Source: an optimization exercise on an open RTL-to-GDS flow (aim: small area, a short achievable clock period and few clock cycles per item). Production flows keep margins and buffers that such runs may drop.
At most, simulation tests tie the RTL to the original design; equivalence was not proved.
Power figures rest on the tool's default switching activity, not on a simulated workload.

==> v11 <==
// redmule_mx_encoder
module redmule_mx_encoder
#(
    parameter int unsigned DATA_W = 256,
    parameter int unsigned BITW = 16,
    parameter int unsigned NUM_LANES = 32
)(
    input logic                    clk_i,
    input logic                   rst_ni,
    input logic [2:0]              mx_format_i,
    input logic                  fp16_valid_i,
    output logic                 fp16_ready_o,
    input logic [NUM_LANES*BITW-1:0]       fp16_data_i,
    output logic                         mx_val_valid_o,
    input  logic                         mx_val_ready_i,
    output logic [DATA_W-1:0]            mx_val_data_o,
    output logic                         mx_exp_valid_o,
    input  logic                         mx_exp_ready_i,
    output logic [7:0]                   mx_exp_data_o
);
localparam int unsigned ELEM_WIDTH = 8;
logic f_e5m2, f_e3m2, f_e2m3, f_e2m1, f_e4m3;
assign f_e5m2 = (mx_format_i == MX_FMT_E5M2);
assign f_e3m2 = (mx_format_i == MX_FMT_E3M2);
assign f_e2m3 = (mx_format_i == MX_FMT_E2M3);
assign f_e2m1 = (mx_format_i == MX_FMT_E2M1);
  ...
==> module redmule_mx_encoder, before the edit <==
module redmule_mx_encoder
#(
    parameter int unsigned DATA_W = 256,
    parameter int unsigned BITW = 16,
    parameter int unsigned NUM_LANES = 32
)(
    input logic                    clk_i,
    input logic                   rst_ni,
    input logic [2:0]              mx_format_i,
    input logic                  fp16_valid_i,
    output logic                 fp16_ready_o,
    input logic [NUM_LANES*BITW-1:0]       fp16_data_i,
    output logic                         mx_val_valid_o,
    input  logic                         mx_val_ready_i,
    output logic [DATA_W-1:0]            mx_val_data_o,
    output logic                         mx_exp_valid_o,
    input  logic                         mx_exp_ready_i,
    output logic [7:0]                   mx_exp_data_o
);
localparam int unsigned ELEM_WIDTH = 8;
logic f_e5m2, f_e3m2, f_e2m3, f_e2m1, f_e4m3;
assign f_e5m2 = (mx_format_i == MX_FMT_E5M2);
assign f_e3m2 = (mx_format_i == MX_FMT_E3M2);
assign f_e2m3 = (mx_format_i == MX_FMT_E2M3);
assign f_e2m1 = (mx_format_i == MX_FMT_E2M1);
assign f_e4m3 = !(f_e5m2 || f_e3m2 || f_e2m3 || f_e2m1);
logic mb3, mb2, mb1;
assign mb3 = f_e4m3 | f_e2m3;
assign mb2 = f_e5m2 | f_e3m2;
assign mb1 = f_e2m1;
logic sp7, sp5, sp3;
assign sp7 = f_e4m3 | f_e5m2;
assign sp5 = f_e3m2 | f_e2m3;
assign sp3 = f_e2m1;
logic [4:0] elim;
logic [6:0] mc, ic, ovf;
always_comb begin
  unique case (1'b1)
    f_e5m2: begin elim = 5'd30; mc = 7'h7B; ic = 7'h7C; ovf = 7'h7C; end
    f_e3m2: begin elim = 5'd6;  mc = 7'h1B; ic = 7'h1C; ovf = 7'h1C; end
    f_e2m3: begin elim = 5'd3;  mc = 7'h1F; ic = 7'h1F; ovf = 7'h20; end
    f_e2m1: begin elim = 5'd3;  mc = 7'h07; ic = 7'h07; ovf = 7'h08; end
    default: begin elim = 5'd14; mc = 7'h77; ic = 7'h78; ovf = 7'h78; end
  endcase
end
logic [4:0] emax;
logic [NUM_LANES-1:0] cand [6];
always_comb begin
  for (int l = 0; l < NUM_LANES; l++)
    cand[5][l] = ~&fp16_data_i[BITW*l+10 +: 5];
  for (int b = 4; b >= 0; b--) begin
    logic [NUM_LANES-1:0] hit;
    for (int l = 0; l < NUM_LANES; l++)
      hit[l] = cand[b+1][l] & fp16_data_i[BITW*l+10+b];
    emax[b] = |hit;
    cand[b] = emax[b] ? hit : cand[b+1];
  end
end
logic [7:0] scale;
always_comb begin
  logic [7:0] off;
  unique case (1'b1)
    f_e5m2:         off = 8'd97;    
    f_e3m2:         off = 8'd109;   
    f_e2m3, f_e2m1: off = 8'd110;   
    default:        off = 8'd105;   
  endcase
  scale = (emax == 5'd0) ? 8'd127 : ({3'b0, emax} + off);
end
logic [5:0] kd;
assign kd = {1'b0, elim} - {1'b0, emax};
logic [DATA_W-1:0] val_d;
always_comb begin
  for (int l = 0; l < NUM_LANES; l++) begin
    logic       s;
    logic [4:0] e;
    logic [9:0] m;
    logic [2:0] mt, mo;
    logic       rbit, sticky, ones, ru, cy, zero, big;
    logic [5:0] ep;        
    logic [6:0] c;         
    s = fp16_data_i[BITW*l+15];
    e = fp16_data_i[BITW*l+10 +: 5];
    m = fp16_data_i[BITW*l +: 10];
    unique case (1'b1)
      mb3:     begin mt = m[9:7];         rbit = m[6]; sticky = |m[5:0]; ones = &m[9:7]; end
      mb2:     begin mt = {1'b0, m[9:8]}; rbit = m[7]; sticky = |m[6:0]; ones = &m[9:8]; end
      default: begin mt = {2'b0, m[9]};   rbit = m[8]; sticky = |m[7:0]; ones = m[9];   end
    endcase
    ru = rbit & (sticky | mt[0]) & !(ones && cand[0][l]);
    cy = ru & ones;
    mo = mt + {2'b0, ru};
    ep   = {1'b0, e} + kd + {5'b0, cy};
    big  = &e;
    zero = (e == 5'd0) || ep[5] || (ep[4:0] == 5'd0) || (cy && ep[4:0] == 5'd1);
    unique case (1'b1)
      mb3:     c = {ep[3:0], mo[2:0]};
      mb2:     c = {ep[4:0], mo[1:0]};
      default: c = {4'b0, ep[1:0], mo[0]};
    endcase
    if (big) c = ic | {6'b0, |m};
    if (zero && !big) val_d[ELEM_WIDTH*l +: ELEM_WIDTH] = {s, 7'b0};
    else val_d[ELEM_WIDTH*l +: ELEM_WIDTH] =
        {s & sp7, c[6] & sp7, c[5] | (s & sp5), c[4], c[3] | (s & sp3), c[2:0]};
  end
end
logic              v_q;
logic [DATA_W-1:0] val_q;
logic [7:0]        scale_q;
logic              load;
assign fp16_ready_o = !v_q || (mx_val_ready_i && mx_exp_ready_i);
assign load         = fp16_valid_i && fp16_ready_o;
always_ff @(posedge clk_i or negedge rst_ni) begin
  if (!rst_ni) v_q <= 1'b0;
  else if (fp16_ready_o) v_q <= fp16_valid_i;
end
always_ff @(posedge clk_i) begin
  if (load) begin
    val_q   <= val_d;
    scale_q <= scale;
  end
end
assign mx_val_valid_o = v_q;
assign mx_exp_valid_o = v_q;
assign mx_val_data_o  = val_q;
assign mx_exp_data_o  = scale_q;
endmodule
export LEC_CHECK = 0
export ABC_AREA = 1
export CAP_MARGIN = 20
export CORE_MARGIN = 2
export CORE_UTILIZATION = 40
export CTS_CLUSTER_DIAMETER = 100
export CTS_CLUSTER_SIZE = 20
export PLACE_DENSITY = 0.6
export SLEW_MARGIN = 20
create_clock -name core_clock -period 66.0 [get_ports {clk_i}]
standard.sh (not shown) runs the stock make flow with config.mk's settings and CLKGATE_MAP_FILE= SYNTH_SCRIPT=/design/flow/synth_recipe.tcl, a recipe that flattens the netlist after the stock synthesis.
==> flow/flow/run.sh <==
#!/bin/bash
# Own layout flow: the standard synthesis, then the combinational logic is
# re-mapped for area (flip-flops untouched), then the standard layout from
# that netlist. Each tool's output goes to a log file in this folder.
set -euo pipefail
HERE=$(pwd)
FLOWDIR=$HERE/flow
R=$HERE/orfs/results/$FLOW_PLATFORM/redmule_mx_encoder/base
P=$FLOW_HOME/platforms/$FLOW_PLATFORM
LIB=$P/lib/sky130_fd_sc_hd__tt_025C_1v80.lib

bash standard.sh synth > $HERE/log_1_standard_synth.log 2>&1

cp $R/1_2_yosys.v $HERE/standard_netlist.v
DONTUSE=$(grep -A60 "^export DONT_USE_CELLS" $P/config.mk | sed -n '1,/^$/p' | grep -o "sky130_fd_sc_hd__[a-z0-9_]*" | sed 's/^/-dont_use /' | tr '\n' ' ')
printf 'set_driving_cell sky130_fd_sc_hd__buf_1\nset_load 5\n' > $HERE/reopt.constr
sed -e "s#{LIB}#$LIB#g" -e "s#{IN}#$HERE/standard_netlist.v#" -e "s#{TOP}#$FLOW_TOP#g" \
    -e "s#{ABCSCRIPT}#$FLOWDIR/reopt.abc#" -e "s#{CONSTR}#$HERE/reopt.constr#" \
    -e "s#{DONTUSE}#$DONTUSE#" -e "s#{STAT}#$HERE/reopt_stat.txt#" -e "s#{OUT}#$HERE/reopt_netlist.v#" \
    $FLOWDIR/reopt.ys > $HERE/reopt_run.ys
yosys -s $HERE/reopt_run.ys > $HERE/log_2_reopt_yosys.log 2>&1
cp $HERE/reopt_netlist.v $R/1_2_yosys.v

bash standard.sh do-1_synth > $HERE/log_3_synth_odb.log 2>&1
export BUFFER_PORTS_ARGS="-buffer_cell sky130_fd_sc_hd__buf_1"
bash standard.sh finish > $HERE/log_4_layout.log 2>&1
==> flow/flow/reopt.abc <==
strash
dch -f
amap
strash
dch -f
amap
topo
==> flow/flow/reopt.ys <==
# Re-map the combinational logic of the standard synthesis for area.
# Flip-flops (and tie cells) stay the instances standard synthesis made,
# with their names and cell types; all other cells are flattened to their
# library functions and mapped again by ABC with an area-only script.
read_liberty -ignore_miss_func {LIB}
read_verilog {IN}
hierarchy -top {TOP}
setattr -mod -set keep_hierarchy 1 sky130_fd_sc_hd__*df* sky130_fd_sc_hd__conb*
flatten
opt -purge
select {TOP}
abc -script {ABCSCRIPT} -liberty {LIB} -constr {CONSTR} {DONTUSE}
opt_clean -purge
tee -o {STAT} stat -liberty {LIB}
write_verilog -noattr -noexpr -nohex -nodec -selected {OUT}
==> inputs of v22, as changes to v11 <==
--- a/flow/design.v
+++ b/flow/design.v
@@ -78,6 +78,17 @@
   scale = (emax == 5'd0) ? 8'd127 : ({3'b0, emax} + off);
 end
-logic [5:0] kd;
-assign kd = {1'b0, elim} - {1'b0, emax};
+logic [6:0] kd, ks;
+logic [4:0] thr;
+assign kd  = {2'b0, elim} - {2'b0, emax};
+assign ks  = mb3 ? {kd[3:0], 3'b0} : mb2 ? {kd[4:0], 2'b0} : {kd[5:0], 1'b0};
+assign thr = (emax > elim) ? (emax - elim) : 5'd0;
+function automatic logic [6:0] add7(input logic [6:0] a, input logic [6:0] b, input logic cin);
+  logic c;
+  c = cin;
+  for (int i = 0; i < 7; i++) begin
+    add7[i] = a[i] ^ b[i] ^ c;
+    c = (a[i] & b[i]) | (c & (a[i] ^ b[i]));
+  end
+endfunction
 logic [DATA_W-1:0] val_d;
 always_comb begin
@@ -86,31 +97,25 @@
     logic [4:0] e;
     logic [9:0] m;
-    logic [2:0] mt, mo;
-    logic       rbit, sticky, ones, ru, cy, zero, big;
-    logic [5:0] ep;        
-    logic [6:0] c;         
+    logic [6:0] z, w, c;
+    logic       rbit, sticky, ru, zero, big, sat;
     s = fp16_data_i[BITW*l+15];
     e = fp16_data_i[BITW*l+10 +: 5];
     m = fp16_data_i[BITW*l +: 10];
     unique case (1'b1)
-      mb3:     begin mt = m[9:7];         rbit = m[6]; sticky = |m[5:0]; ones = &m[9:7]; end
-      mb2:     begin mt = {1'b0, m[9:8]}; rbit = m[7]; sticky = |m[6:0]; ones = &m[9:8]; end
-      default: begin mt = {2'b0, m[9]};   rbit = m[8]; sticky = |m[7:0]; ones = m[9];   end
+      mb3:     begin z = {e[3:0], m[9:7]}; rbit = m[6]; sticky = |m[5:0]; end
+      mb2:     begin z = {e, m[9:8]};      rbit = m[7]; sticky = |m[6:0]; end
+      default: begin z = {1'b0, e, m[9]};  rbit = m[8]; sticky = |m[7:0]; end
     endcase
-    ru = rbit & (sticky | mt[0]) & !(ones && cand[0][l]);
-    cy = ru & ones;
-    mo = mt + {2'b0, ru};
-    ep   = {1'b0, e} + kd + {5'b0, cy};
+    ru = rbit & (sticky | z[0]);
+    w  = add7(z, ks, ru);
     big  = &e;
-    zero = (e == 5'd0) || ep[5] || (ep[4:0] == 5'd0) || (cy && ep[4:0] == 5'd1);
-    unique case (1'b1)
-      mb3:     c = {ep[3:0], mo[2:0]};
-      mb2:     c = {ep[4:0], mo[1:0]};
-      default: c = {4'b0, ep[1:0], mo[0]};
-    endcase
-    if (big) c = ic | {6'b0, |m};
+    zero = (e <= thr);
+    sat  = ((w & ovf) == ovf);
+    if (big)       c = ic | {6'b0, |m};
+    else if (sat)  c = mc;
+    else           c = w;
     if (zero && !big) val_d[ELEM_WIDTH*l +: ELEM_WIDTH] = {s, 7'b0};
     else val_d[ELEM_WIDTH*l +: ELEM_WIDTH] =
-        {s & sp7, c[6] & sp7, c[5] | (s & sp5), c[4], c[3] | (s & sp3), c[2:0]};
+        {s & sp7, c[6], c[5] | (s & sp5), c[4], c[3] | (s & sp3), c[2:0]};
   end
 end
CTS_CLUSTER_DIAMETER = unset   (was 100)
CTS_CLUSTER_SIZE = unset   (was 20)
==> inputs of v15, as changes to v11 <==
--- a/flow/design.v
+++ b/flow/design.v
@@ -78,6 +78,9 @@
   scale = (emax == 5'd0) ? 8'd127 : ({3'b0, emax} + off);
 end
-logic [5:0] kd;
-assign kd = {1'b0, elim} - {1'b0, emax};
+logic [6:0] kd, ks;
+logic [4:0] thr;
+assign kd  = {2'b0, elim} - {2'b0, emax};
+assign ks  = mb3 ? {kd[3:0], 3'b0} : mb2 ? {kd[4:0], 2'b0} : {kd[5:0], 1'b0};
+assign thr = (emax > elim) ? (emax - elim) : 5'd0;
 logic [DATA_W-1:0] val_d;
 always_comb begin
@@ -86,31 +89,25 @@
     logic [4:0] e;
     logic [9:0] m;
-    logic [2:0] mt, mo;
-    logic       rbit, sticky, ones, ru, cy, zero, big;
-    logic [5:0] ep;        
-    logic [6:0] c;         
+    logic [6:0] z, w, c;
+    logic       rbit, sticky, ru, zero, big, sat;
     s = fp16_data_i[BITW*l+15];
     e = fp16_data_i[BITW*l+10 +: 5];
     m = fp16_data_i[BITW*l +: 10];
     unique case (1'b1)
-      mb3:     begin mt = m[9:7];         rbit = m[6]; sticky = |m[5:0]; ones = &m[9:7]; end
-      mb2:     begin mt = {1'b0, m[9:8]}; rbit = m[7]; sticky = |m[6:0]; ones = &m[9:8]; end
-      default: begin mt = {2'b0, m[9]};   rbit = m[8]; sticky = |m[7:0]; ones = m[9];   end
+      mb3:     begin z = {e[3:0], m[9:7]}; rbit = m[6]; sticky = |m[5:0]; end
+      mb2:     begin z = {e, m[9:8]};      rbit = m[7]; sticky = |m[6:0]; end
+      default: begin z = {1'b0, e, m[9]};  rbit = m[8]; sticky = |m[7:0]; end
     endcase
-    ru = rbit & (sticky | mt[0]) & !(ones && cand[0][l]);
-    cy = ru & ones;
-    mo = mt + {2'b0, ru};
-    ep   = {1'b0, e} + kd + {5'b0, cy};
+    ru = rbit & (sticky | z[0]);
+    w  = z + ks + {6'b0, ru};
     big  = &e;
-    zero = (e == 5'd0) || ep[5] || (ep[4:0] == 5'd0) || (cy && ep[4:0] == 5'd1);
-    unique case (1'b1)
-      mb3:     c = {ep[3:0], mo[2:0]};
-      mb2:     c = {ep[4:0], mo[1:0]};
-      default: c = {4'b0, ep[1:0], mo[0]};
-    endcase
-    if (big) c = ic | {6'b0, |m};
+    zero = (e <= thr);
+    sat  = ((w & ovf) == ovf);
+    if (big)       c = ic | {6'b0, |m};
+    else if (sat)  c = mc;
+    else           c = w;
     if (zero && !big) val_d[ELEM_WIDTH*l +: ELEM_WIDTH] = {s, 7'b0};
     else val_d[ELEM_WIDTH*l +: ELEM_WIDTH] =
-        {s & sp7, c[6] & sp7, c[5] | (s & sp5), c[4], c[3] | (s & sp3), c[2:0]};
+        {s & sp7, c[6], c[5] | (s & sp5), c[4], c[3] | (s & sp3), c[2:0]};
   end
 end
==> flow/run.sh (new file) <==
#!/bin/bash
# synth_recipe.tcl (not shown) runs the flow's synth.tcl, then flattens the netlist and writes it again
# the make line also repeats each setting of config.mk as NAME=value (left out here)
make -C /OpenROAD-flow-scripts/flow DESIGN_CONFIG=/design/flow/config.mk WORK_HOME=/design/flow/orfs CLKGATE_MAP_FILE= SYNTH_SCRIPT=/design/flow/synth_recipe.tcl finish
CTS_CLUSTER_DIAMETER = unset   (was 100)
CTS_CLUSTER_SIZE = unset   (was 20)
removed: flow/flow/run.sh
removed: flow/flow/reopt.abc
removed: flow/flow/reopt.ys
removed: flow/standard.sh
==> inputs of v32, as changes to v11 <==
--- a/flow/design.v
+++ b/flow/design.v
@@ -55,16 +55,21 @@
 end
 logic [4:0] emax;
-logic [NUM_LANES-1:0] cand [6];
+logic [NUM_LANES-1:0] cand0;
+logic [NUM_LANES-1:0] eb [5];
+logic [NUM_LANES-1:0] c0, c1, c2;
 always_comb begin
-  for (int l = 0; l < NUM_LANES; l++)
-    cand[5][l] = ~&fp16_data_i[BITW*l+10 +: 5];
-  for (int b = 4; b >= 0; b--) begin
-    logic [NUM_LANES-1:0] hit;
+  for (int b = 0; b < 5; b++)
     for (int l = 0; l < NUM_LANES; l++)
-      hit[l] = cand[b+1][l] & fp16_data_i[BITW*l+10+b];
-    emax[b] = |hit;
-    cand[b] = emax[b] ? hit : cand[b+1];
-  end
+      eb[b][l] = fp16_data_i[BITW*l+10+b];
 end
+assign c0 = ~(eb[4] & eb[3] & eb[2] & eb[1] & eb[0]);
+assign emax[4] = |(c0 & eb[4]);
+assign emax[3] = emax[4] ? |(c0 & eb[4] & eb[3]) : |(c0 & eb[3]);
+assign c1 = c0 & ~(eb[4] ^ {NUM_LANES{emax[4]}}) & ~(eb[3] ^ {NUM_LANES{emax[3]}});
+assign emax[2] = |(c1 & eb[2]);
+assign emax[1] = emax[2] ? |(c1 & eb[2] & eb[1]) : |(c1 & eb[1]);
+assign c2 = c1 & ~(eb[2] ^ {NUM_LANES{emax[2]}}) & ~(eb[1] ^ {NUM_LANES{emax[1]}});
+assign emax[0] = |(c2 & eb[0]);
+assign cand0   = emax[0] ? (c2 & eb[0]) : c2;
 logic [7:0] scale;
 always_comb begin
@@ -98,5 +103,5 @@
       default: begin mt = {2'b0, m[9]};   rbit = m[8]; sticky = |m[7:0]; ones = m[9];   end
     endcase
-    ru = rbit & (sticky | mt[0]) & !(ones && cand[0][l]);
+    ru = rbit & (sticky | mt[0]) & !(ones && cand0[l]);
     cy = ru & ones;
     mo = mt + {2'b0, ru};
--- a/flow/flow/run.sh
+++ b/flow/flow/run.sh
@@ -1,5 +1,5 @@
 #!/bin/bash
 # Own layout flow: the standard synthesis, then the combinational logic is
-# re-mapped for area (flip-flops untouched), then the standard layout from
+# re-mapped for area by ABC (flow/reopt.abc; flip-flops untouched), then the standard layout from
 # that netlist. Each tool's output goes to a log file in this folder.
 set -euo pipefail
@@ -20,4 +20,9 @@
     $FLOWDIR/reopt.ys > $HERE/reopt_run.ys
 yosys -s $HERE/reopt_run.ys > $HERE/log_2_reopt_yosys.log 2>&1
+
+# the registers must be the standard synthesis's, by name and cell type
+grep -oE "sky130_fd_sc_hd__[a-z0-9_]*df[a-z0-9_]* +[^ ]+" $HERE/standard_netlist.v | sort > $HERE/regs_standard.txt
+grep -oE "sky130_fd_sc_hd__[a-z0-9_]*df[a-z0-9_]* +[^ ]+" $HERE/reopt_netlist.v | sort > $HERE/regs_reopt.txt
+cmp $HERE/regs_standard.txt $HERE/regs_reopt.txt
 cp $HERE/reopt_netlist.v $R/1_2_yosys.v
 
==> flow/flow/reopt.abc (replaced) <==
strash
&get -n
&deepsyn -T 240
&put
dch -f
amap
topo
==> notes <==
v15 produced a clean layout. v11 completed without violations. v22 finished clean. v32 produced a clean layout. In v22 the critical path depth is higher than in v15, by 44. Sequential power: v11 is smaller than v15 (11%). The lowest die area belongs to v32, the highest to v15. Between v32 and v22, the lower first-iteration DRC count is in v32 (gap about 24%, measured against v22). Synthesized cell count: v15 > v22 > v11 > v32. Against v22, the clock-buffer cell count of v15 is higher by 4.
Testbench counts of v11, summed over its fixed seeds: cycles 2,056, items 2,048.
Testbench counts of v15, summed over its fixed seeds: cycles 2,056, items 2,048.
Testbench counts of v32, summed over its fixed seeds: cycles 2,056, items 2,048.
Only the layout flow was run in v22; the RTL was not checked for function there.

==> re-timing with driven ports <==
The results above use ideal ports. As a check the final layouts listed here were re-extracted and re-timed, cells and wires unchanged.
Step 1 (the two cells are an assumption about what drives the block):
set clk [get_ports {clk_i}]
set_driving_cell -lib_cell sky130_fd_sc_hd__clkbuf_16 $clk
set_driving_cell -lib_cell sky130_fd_sc_hd__buf_2 [delete_from_list [all_inputs] $clk]
Step 2, shift: input delay + t, output delay - t, t = (earliest + latest rising clock arrival at the registers) / 2. This alone moves slack from input paths to output paths.
Three values: no drivers, after step 1, after step 2; two values: the first two.
| run | shift t [ns] | slack for setup (ns) | worst slew at a driven data input, ns |
|---|---|---|---|
| v11 | 0.633 | 39.255 / 39.233 / 38.668 | 0.15 |
| v22 | 0.630 | 38.189 / 38.203 / 37.573 | 0.18 |
| v15 | 0.634 | 38.411 / 38.386 / 38.057 | 0.15 |
| v32 | 0.636 | 38.098 / 38.083 / 37.448 | 0.16 |
After both steps every run listed still meets setup and hold. For v32, which loses most, drivers alone change the setup slack by -0.015 ns; drivers and shift together by -0.650 ns.
